This is an optimization exercise on Yosys and OpenROAD, whose aim is small area, a short achievable clock period and few clock cycles, not a production implementation.
Only simulation tests tie the RTL to the original design; equivalence was not proved.
Power and IR drop assume default switching activity.

## run 1
==> flow/design.v (excerpt) <==
module circle(
     input  logic       clk,
     input  logic       rst_n,
     input  logic [2:0] colour,
     input  logic [7:0] centre_x,
     input  logic [6:0] centre_y,
     input  logic [7:0] radius,
     input  logic       start,
     output logic       done,
     output logic [7:0] vga_x,
     output logic [6:0] vga_y,
     output logic [2:0] vga_colour,
     output logic       vga_plot
     );
     logic              busy;
     logic              prime;    
     logic [7:0]        ox, oy;
     logic signed [9:0] c;        
     logic [9:0]        e5;       
     logic [7:0]        rem;      
     logic [7:0]        cxr;      
     logic [6:0]        cyr;
     wire signed [9:0] cx = {2'b00, cxr};
     wire signed [9:0] cy = {3'b000, cyr};
     wire signed [9:0] sx = {2'b00, ox};
     wire signed [9:0] sy = {2'b00, oy};
     wire signed [9:0] xa = cx + sx;    
     wire signed [9:0] xb = cx - sx;    
     wire signed [9:0] xc = cx + sy;    
     wire signed [9:0] xd = cx - sy;    
     wire signed [9:0] ya = cy + sy;    
     wire signed [9:0] yb = cy - sy;    
     wire signed [9:0] yc = cy + sx;    
     wire signed [9:0] yd = cy - sx;    
     wire       dec = !c[9];             
     wire       dx  = dec & !prime;
     wire       dy  = !prime;
  ...
==> flow/config.mk <==
export PLATFORM = sky130hd
export DESIGN_NAME = circle
export DESIGN_NICKNAME = circle
export VERILOG_FILES = /design/flow/design.v
export SDC_FILE = /design/flow/constraint.sdc
export NUM_CORES = 4
export LEC_CHECK = 0
export CAP_MARGIN = 20
export CORE_MARGIN = 2
export CORE_UTILIZATION = 40
export CTS_BUF_LIST = sky130_fd_sc_hd__clkbuf_4 sky130_fd_sc_hd__clkbuf_8
export SETUP_SLACK_MARGIN = 2.3
export SLEW_MARGIN = 20
==> flow/constraint.sdc <==
create_clock -name core_clock -period 5.0 [get_ports {clk}]
set_input_delay 1.0000 -clock core_clock [delete_from_list [all_inputs] [get_ports {clk}]]
set_output_delay 1.0000 -clock core_clock [all_outputs]
set_load 0.01 [all_outputs]
standard.sh (not shown) runs the stock make flow with config.mk's settings and CLKGATE_MAP_FILE= SYNTH_SCRIPT=/design/flow/synth_recipe.tcl, a recipe that flattens the netlist after the stock synthesis.
==> flow/flow/run.sh <==
#!/bin/bash
# The standard layout, with the ports buffered by a small plain buffer
# instead of the delay buffer that buffer_ports picks by default.
set -e
cp standard.sh standard_sh.txt
export BUFFER_PORTS_ARGS="-buffer_cell sky130_fd_sc_hd__buf_2"
bash standard.sh > standard.log 2>&1
Testbench counts of run 1, summed over its fixed seeds: cycles 121,943.
### run 1 -> run 2
-- flow/config.mk --
<<< run 1, line 7
export LEC_CHECK = 0
export CAP_MARGIN = 20
>>> run 2, line 7
export LEC_CHECK = 0
export ABC_AREA = 1
export CAP_MARGIN = 20
<<< run 1, line 11
export CTS_BUF_LIST = sky130_fd_sc_hd__clkbuf_4 sky130_fd_sc_hd__clkbuf_8
export SETUP_SLACK_MARGIN = 2.3
export SLEW_MARGIN = 20
>>> run 2, line 12
export CTS_BUF_LIST = sky130_fd_sc_hd__clkbuf_4 sky130_fd_sc_hd__clkbuf_8
export GPL_ROUTABILITY_DRIVEN = 0
export SETUP_SLACK_MARGIN = 2.4
export SLEW_MARGIN = 20
export TNS_END_PERCENT = 30
[summary]
Of run 1 and run 2, the higher cell area belongs to run 2.
As far as register cell area after layout is concerned, run 1 and run 2 perform about the same.
Share of post-route cells with drive strength above 1 came out lower on run 2 than on run 1.
The sequential share of layout area in run 2 was lower than what run 1 gave.
For run 2, the combinational family with the most area after synthesis was simple AND/OR/NAND/NOR gates, unlike run 1, where it was compound AO/OA/AOI/OAI gates.
The detail-routed via count per cell in run 1 is 1.09 times that in run 2.
Run 2 ends up with higher final setup skew than run 1 does.
Setup changes, run 2 to run 3
==> flow/config.mk <==
export PLATFORM = sky130hd
export DESIGN_NAME = circle
export DESIGN_NICKNAME = circle
export VERILOG_FILES = /design/flow/design.v
export SDC_FILE = /design/flow/constraint.sdc
export NUM_CORES = 4
export LEC_CHECK = 0
export CAP_MARGIN = 20
export CORE_MARGIN = 2
export CORE_UTILIZATION = 40
export SETUP_SLACK_MARGIN = 2.4
export SLEW_MARGIN = 20
--- outcome ---
Run 3 reached the end of the flow, and the finished layout is clean on the timing, DRC and antenna checks. Run 2 | stages: all done | timing, DRC, antenna: all pass. Number of cells in the finished layout apart from fillers shrinks by more than 10% when moving from run 2 to run 3. Relative to run 2, the clock skew of run 3 is lower by 0.0031 ns. When run 3 is set beside run 2, its clock group total power turns out to be 44% larger. Taking run 2 as the reference, in run 3 synthesis-to-layout area growth picked up an extra 4.1 points; accumulated negative setup slack neither gained nor lost much; number of global-route vias before repair lost about 5%; switching share of total power lost 5.0 points. Higher met2 track demand over resource in global routing goes to run 3 over run 2. Across both runs, number of distinct library cells after synthesis was higher for run 3 than for run 2.
--- input diff run 3..run 4 ---
-- flow/config.mk --
<<< run 3, line 7
export LEC_CHECK = 0
export CAP_MARGIN = 20
>>> run 4, line 7
export LEC_CHECK = 0
export ABC_AREA = 1
export CAP_MARGIN = 20
<<< run 3, line 10
export CORE_UTILIZATION = 40
export SETUP_SLACK_MARGIN = 2.4
export SLEW_MARGIN = 20
>>> run 4, line 11
export CORE_UTILIZATION = 40
export CTS_BUF_LIST = sky130_fd_sc_hd__clkbuf_4 sky130_fd_sc_hd__clkbuf_8
export GPL_ROUTABILITY_DRIVEN = 0
export SETUP_SLACK_MARGIN = 2.5
export SLEW_MARGIN = 20
- Run 3 -> run 4: synthesized cell count increased by more than 10%
- Timing, DRC, antenna: 0 failures across run 4 and run 3
- As far as count of nets left with antenna violations after detail routing goes, run 3 and run 4 are indistinguishable; the numbers are identical.
- Compared to run 3, run 4 has critical path depth 6 higher.
- Run 3 reports its commonest non-fill, non-tap cell in the layout as nor2_1 while run 4 reports nand2_1.

========
circle again, from the RTL that the note above started with.
## circle
module circle(
     input  logic       clk,
     input  logic       rst_n,
     input  logic [2:0] colour,
     input  logic [7:0] centre_x,
     input  logic [6:0] centre_y,
     input  logic [7:0] radius,
     input  logic       start,
     output logic       done,
     output logic [7:0] vga_x,
     output logic [6:0] vga_y,
     output logic [2:0] vga_colour,
     output logic       vga_plot
     );
     logic              busy;
     logic              prime;    
     logic [7:0]        ox, oy;
     logic signed [9:0] c;        
     logic [9:0]        e5;       
     logic [7:0]        rem;      
     logic [7:0]        cxr;      
     logic [6:0]        cyr;
     wire signed [9:0] cx = {2'b00, cxr};
     wire signed [9:0] cy = {3'b000, cyr};
     wire signed [9:0] sx = {2'b00, ox};
     wire signed [9:0] sy = {2'b00, oy};
     wire signed [9:0] xa = cx + sx;    
     wire signed [9:0] xb = cx - sx;    
     wire signed [9:0] xc = cx + sy;    
     wire signed [9:0] xd = cx - sy;    
     wire signed [9:0] ya = cy + sy;    
     wire signed [9:0] yb = cy - sy;    
     wire signed [9:0] yc = cy + sx;    
     wire signed [9:0] yd = cy - sx;    
     wire       dec = !c[9];             
     wire       dx  = dec & !prime;
     wire       dy  = !prime;
     function automatic le(input logic [9:0] a, input logic [9:0] b);
          logic r;
          r = 1'b1;
          for (int i = 0; i < 10; i++)
               if (i == 9) r = (a[i] & !b[i]) | (r & !(!a[i] & b[i]));
               else        r = (!a[i] & b[i]) | (r & !(a[i] & !b[i]));
          le = r;
     endfunction
     wire vxa = dx ? le(xa, 10'd160) : le(xa, 10'd159);
     wire vxb = dx ? (le(-10'd1, xb) && le(xb, 10'd158)) : (!xb[9] && le(xb, 10'd159));
     wire vxc = dy ? le(xc, 10'd158) : le(xc, 10'd159);
     wire vxd = dy ? (le(10'd1, xd) && le(xd, 10'd160)) : (!xd[9] && le(xd, 10'd159));
     wire vya = dy ? le(ya, 10'd118) : le(ya, 10'd119);
     wire vyb = dy ? (le(10'd1, yb) && le(yb, 10'd120)) : (!yb[9] && le(yb, 10'd119));
     wire vyc = dx ? le(yc, 10'd120) : le(yc, 10'd119);
  ...
==> flow/config.mk <==
export PLATFORM = sky130hd
export DESIGN_NAME = circle
export DESIGN_NICKNAME = circle
export VERILOG_FILES = /design/flow/design.v
export SDC_FILE = /design/flow/constraint.sdc
export NUM_CORES = 4
export LEC_CHECK = 0
export ABC_AREA = 1
export CAP_MARGIN = 20
export CORE_MARGIN = 2
export CORE_UTILIZATION = 40
export CTS_BUF_LIST = sky130_fd_sc_hd__clkbuf_4 sky130_fd_sc_hd__clkbuf_8
export GPL_ROUTABILITY_DRIVEN = 0
export SETUP_SLACK_MARGIN = 2.4
export SLEW_MARGIN = 20
==> flow/constraint.sdc <==
create_clock -name core_clock -period 5.0 [get_ports {clk}]
set_input_delay 1.0000 -clock core_clock [delete_from_list [all_inputs] [get_ports {clk}]]
set_output_delay 1.0000 -clock core_clock [all_outputs]
set_load 0.01 [all_outputs]
Scripts as last shown in full above: flow/flow/run.sh
Testbench counts at the start, summed over its fixed seeds: cycles 121,943.
Rerun with:
==> flow/run.sh (new file) <==
#!/bin/bash
# synth_recipe.tcl (not shown) runs the flow's synth.tcl, then flattens the netlist and writes it again
# the make line also repeats each setting of config.mk as NAME=value (left out here)
make -C /OpenROAD-flow-scripts/flow DESIGN_CONFIG=/design/flow/config.mk WORK_HOME=/design/flow/orfs CLKGATE_MAP_FILE= SYNTH_SCRIPT=/design/flow/synth_recipe.tcl finish
- ABC_AREA: 1 -> not set
- CTS_BUF_LIST: sky130_fd_sc_hd__clkbuf_4 sky130_fd_sc_hd__clkbuf_8 -> not set
- GPL_ROUTABILITY_DRIVEN: 0 -> not set
- SETUP_SLACK_MARGIN: 2.4 -> 1.8
removed: flow/flow/run.sh
removed: flow/standard.sh
The new run went through all stages and came out clean.
Total power climbs by a few percent.
Die area hardly moves.
Core utilization shrinks by 0.52 points.
Combinational power fell by roughly a tenth.
Clock skew goes down by 0.0059 ns.
Wire length goes down by a few percent.
Setup slack got worse by 0.46 ns.
Sequential share of layout area is about the same.
Synthesized area hardly moves.
Rerun with:
==> flow/flow/run.sh (new file) <==
#!/bin/bash
# The standard layout, with the ports buffered by a small plain buffer
# instead of the delay buffer that buffer_ports picks by default.
set -e
cp standard.sh standard_sh.txt
export BUFFER_PORTS_ARGS="-buffer_cell sky130_fd_sc_hd__buf_1"
bash standard.sh > standard.log 2>&1
==> flow/standard.sh (new file) <==
#!/bin/bash
# synth_recipe.tcl (not shown) runs the flow's synth.tcl, then flattens the netlist and writes it again
# the make line also repeats each setting of config.mk as NAME=value (left out here)
make -C /OpenROAD-flow-scripts/flow DESIGN_CONFIG=/design/flow/config.mk WORK_HOME=/design/flow/orfs CLKGATE_MAP_FILE= SYNTH_SCRIPT=/design/flow/synth_recipe.tcl "${@:-finish}"
- SETUP_SLACK_MARGIN: 1.8 -> 2.4
removed: flow/run.sh
Critical path depth stays the same.
Routed wire length climbs by 6.7%.
Sequential share of layout area falls by 0.66 points.
Die area stays the same.
Worst setup slack is better by 0.39 ns.
Via count is higher by 3.6%.
Rerun with:
--- a/flow/flow/run.sh
+++ b/flow/flow/run.sh
@@ -5,3 +5,3 @@
 cp standard.sh standard_sh.txt
-export BUFFER_PORTS_ARGS="-buffer_cell sky130_fd_sc_hd__buf_1"
+export BUFFER_PORTS_ARGS="-buffer_cell sky130_fd_sc_hd__buf_2"
 bash standard.sh > standard.log 2>&1
- ABC_AREA: not set -> 1
- CTS_BUF_LIST: not set -> sky130_fd_sc_hd__clkbuf_4 sky130_fd_sc_hd__clkbuf_8
- GPL_ROUTABILITY_DRIVEN: not set -> 0
- SETUP_SLACK_MARGIN: 2.4 -> 2.35
- TNS_END_PERCENT: not set -> 30
Routed wire length decreases by a few percent.
Clock power decreases by well over a third.
Register-to-register slack is better by 0.03 ns.
Rerun with:
- ABC_AREA: 1 -> not set
- GPL_ROUTABILITY_DRIVEN: 0 -> not set
- SETUP_SLACK_MARGIN: 2.35 -> 2.4
- TNS_END_PERCENT: 30 -> not set
Outcome: The new run produced a clean layout. Total power grows by 1.8%. Via count is lower by 4.1%. Cell count went down by 13%. Count of clock-buffer cells in the layout came out lower by 2. Utilization goes up by 1.9 points.

========
The RTL this note starts from:
==> flow/design.v <==
module circle(
     input  logic       clk,
     input  logic       rst_n,
     input  logic [2:0] colour,
     input  logic [7:0] centre_x,
     input  logic [6:0] centre_y,
     input  logic [7:0] radius,
     input  logic       start,
     output logic       done,
     output logic [7:0] vga_x,
     output logic [6:0] vga_y,
     output logic [2:0] vga_colour,
     output logic       vga_plot
     );
     logic              busy;
     logic              prime;    
     logic [7:0]        ox, oy;
     logic signed [9:0] c;        
     logic signed [8:0] e;        
     logic [7:0]        rem;      
     logic [7:0]        cxr;      
     logic [6:0]        cyr;
     wire signed [9:0] cx = {2'b00, cxr};
     wire signed [9:0] cy = {3'b000, cyr};
     wire signed [9:0] sx = {2'b00, ox};
     wire signed [9:0] sy = {2'b00, oy};
     wire signed [9:0] xa = cx + sx;    
     wire signed [9:0] xb = cx - sx;    
     wire signed [9:0] xc = cx + sy;    
     wire signed [9:0] xd = cx - sy;    
     wire signed [9:0] ya = cy + sy;    
     wire signed [9:0] yb = cy - sy;    
     wire signed [9:0] yc = cy + sx;    
     wire signed [9:0] yd = cy - sx;    
     wire       dec = !c[9];             
     wire       dx  = dec & !prime;
     wire       dy  = !prime;
     wire vxa = dx ? (xa <= 10'sd160) : (xa <= 10'sd159);
     wire vxb = dx ? (xb >= -10'sd1 && xb <= 10'sd158) : (xb >= 10'sd0 && xb <= 10'sd159);
     wire vxc = dy ? (xc <= 10'sd158) : (xc <= 10'sd159);
     wire vxd = dy ? (xd >= 10'sd1 && xd <= 10'sd160) : (xd >= 10'sd0 && xd <= 10'sd159);
     wire vya = dy ? (ya <= 10'sd118) : (ya <= 10'sd119);
     wire vyb = dy ? (yb >= 10'sd1 && yb <= 10'sd120) : (yb >= 10'sd0 && yb <= 10'sd119);
     wire vyc = dx ? (yc <= 10'sd120) : (yc <= 10'sd119);
     wire vyd = dx ? (yd >= -10'sd1 && yd <= 10'sd118) : (yd >= 10'sd0 && yd <= 10'sd119);
     wire signed [8:0] e_n = prime ? e : e + (dec ? 9'sd2 : 9'sd1);
     wire       dg  = (e_n == 9'sd0);       
     wire       fin = !e_n[8] && !dg;       
     wire [7:0] vis = { vxc & vyd, vxa & vyb, vxd & vyd, vxb & vyb,
                        vxd & vyc, vxb & vya, vxc & vyc, vxa & vya };
     wire [7:0] dup = ({8{prime}} & 8'b1101_1000) | ({8{dg}} & 8'b1010_1010);
     wire [7:0] vis_n = vis & ~dup;
     wire [7:0] sel = rem & (~rem + 8'd1);
     wire       adv = (rem & (rem - 8'd1)) == 8'd0;
     logic [7:0] px;
     logic [6:0] py;
     always_comb begin
          px = 8'd0;
          py = 7'd0;
          if (sel[0] | sel[6]) px = px | xa[7:0];
          if (sel[2] | sel[4]) px = px | xb[7:0];
          if (sel[1] | sel[7]) px = px | xc[7:0];
          if (sel[3] | sel[5]) px = px | xd[7:0];
          if (sel[0] | sel[2]) py = py | ya[6:0];
          if (sel[4] | sel[6]) py = py | yb[6:0];
          if (sel[1] | sel[3]) py = py | yc[6:0];
          if (sel[5] | sel[7]) py = py | yd[6:0];
     end
     wire [9:0] cinc = dec ? ({e, 1'b0} + 10'sd5) : ({1'b0, oy, 1'b0} + 10'sd3);
     always_ff @(posedge clk) begin
          cxr        <= centre_x;
          cyr        <= centre_y;
          vga_colour <= colour;
          vga_x      <= px;
          vga_y      <= py;
          if (!rst_n) begin
               busy     <= 1'b0;
               done     <= 1'b0;
               vga_plot <= 1'b0;
          end else begin
               vga_plot <= busy & (|rem);
               if (busy) begin
                    if (adv) begin
                         rem   <= vis_n;
                         prime <= 1'b0;
                         if (!prime) begin
                              oy <= oy + 8'd1;
                              if (dec) ox <= ox - 8'd1;
                              c  <= c + cinc;
                              e  <= e_n;
                         end
                         if (fin) begin
                              busy <= 1'b0;
                              done <= 1'b1;
                         end
                    end else
                         rem <= rem & ~sel;
               end else if (done) begin
                    if (!start) done <= 1'b0;
               end else if (start) begin
                    busy  <= 1'b1;
                    prime <= 1'b1;
                    rem   <= 8'd0;
                    ox    <= radius;
                    oy    <= 8'd0;
                    c     <= 10'd0 - {2'b00, radius};
                    e     <= 9'd0 - {1'b0, radius};
               end
          end
     end
endmodule
clock: 5.0 ns
lec_check: 0
cap_margin: 20
core_margin: 2
core_utilization: 40
setup_slack_margin: 2.0
slew_margin: 20
run.sh (not shown) runs the stock make flow with config.mk's settings and CLKGATE_MAP_FILE= SYNTH_SCRIPT=/design/flow/synth_recipe.tcl, a recipe that flattens the netlist after the stock synthesis.
Stock flow here: none of the scripts above is used.
The first run passed the timing, DRC and antenna checks.
Testbench counts at the start, summed over its fixed seeds: cycles 121,943.
Next try:
Settings changed: SETUP_SLACK_MARGIN 2.0 to default.
Outcome:
- first-iteration DRC count goes down by roughly a tenth
- clock skew went down by 0.0055 ns
- via count shrinks by a few percent
- sequential power grows slightly
- hold slack gains 0.031 ns
- total power decreases by a few percent
- register-to-register slack gets worse by 0.53 ns
- final area is lower by a little under a tenth
Next try:
Settings changed: ABC_CLOCK_PERIOD_IN_PS from default to 2500, SETUP_SLACK_MARGIN from default to 2.0.
Final cell count is higher by 3.8%.
Cell area is higher by 7.5%.
Global-route usage is higher by 0.90 points.
Setup slack gets better by 0.53 ns.

-- what the ideal ports hide --
How much do the figures lean on ideal ports? The routed layouts below were timed once more, with nothing changed but the port constraints. Step 1: set_driving_cell puts a clkbuf_16 on clk and a buf_2 on each other input, an assumption about the parent block. Step 2 adds t to the input delays and takes it off the output delays; t is the mean of the earliest and latest rising clock arrival at the registers after step 1. Input paths then give back, and output paths get back, about the clock's delay inside the block. Three values: ideal ports, drivers, drivers and shift; two values: the first two.
| run | shift t [ns] | setup WS [ns] | worst hold slack (ns) | worst slew at a driven data input, ns |
|---|---|---|---|---|
| run 1 | 0.417 | 2.359 / 2.359 / 2.359 | 0.516 / 0.516 / 0.516 | 0.03 |
| run 2 | 0.421 | 2.504 / 2.504 / 2.504 | 0.516 / 0.516 / 0.516 | 0.03 |
| run 3 | 0.399 | 2.446 / 2.446 / 2.410 | 0.527 / 0.527 / 0.527 | 0.03 |
| run 4 | 0.420 | 2.564 / 2.564 / 2.395 | 0.508 / 0.508 / 0.508 | 0.03 |
| the first run of note 2 | 0.418 | 2.502 / 2.502 / 2.502 | 0.516 / 0.516 / 0.516 | 0.03 |
| the second run of note 2 | 0.399 | 2.043 / 2.043 / 2.037 | 0.523 / 0.523 / 0.523 | 0.04 |
| the third run of note 2 | 0.393 | 2.429 / 2.429 / 2.403 | 0.513 / 0.512 / 0.512 | 0.04 |
| the fourth run of note 2 | 0.421 | 2.457 / 2.457 / 2.457 | 0.516 / 0.516 / 0.516 | 0.03 |
| the fifth run of note 2 | 0.430 | 2.459 / 2.459 / 2.432 | 0.531 / 0.531 / 0.531 | 0.03 |
| the first run of note 3 | 0.396 | 1.939 / 1.939 / 1.878 | 0.501 / 0.501 / 0.501 | 0.03 |
| the second run of note 3 | 0.398 | 1.407 / 1.407 / 1.407 | 0.532 / 0.532 / 0.532 | 0.04 |
| the third run of note 3 | 0.396 | 1.939 / 1.939 / 1.878 | 0.501 / 0.501 / 0.501 | 0.03 |
After both steps every run listed still meets setup and hold. The setup slack of run 4, which loses most, moves by 0.000 ns with the drivers and by -0.169 ns with both steps.
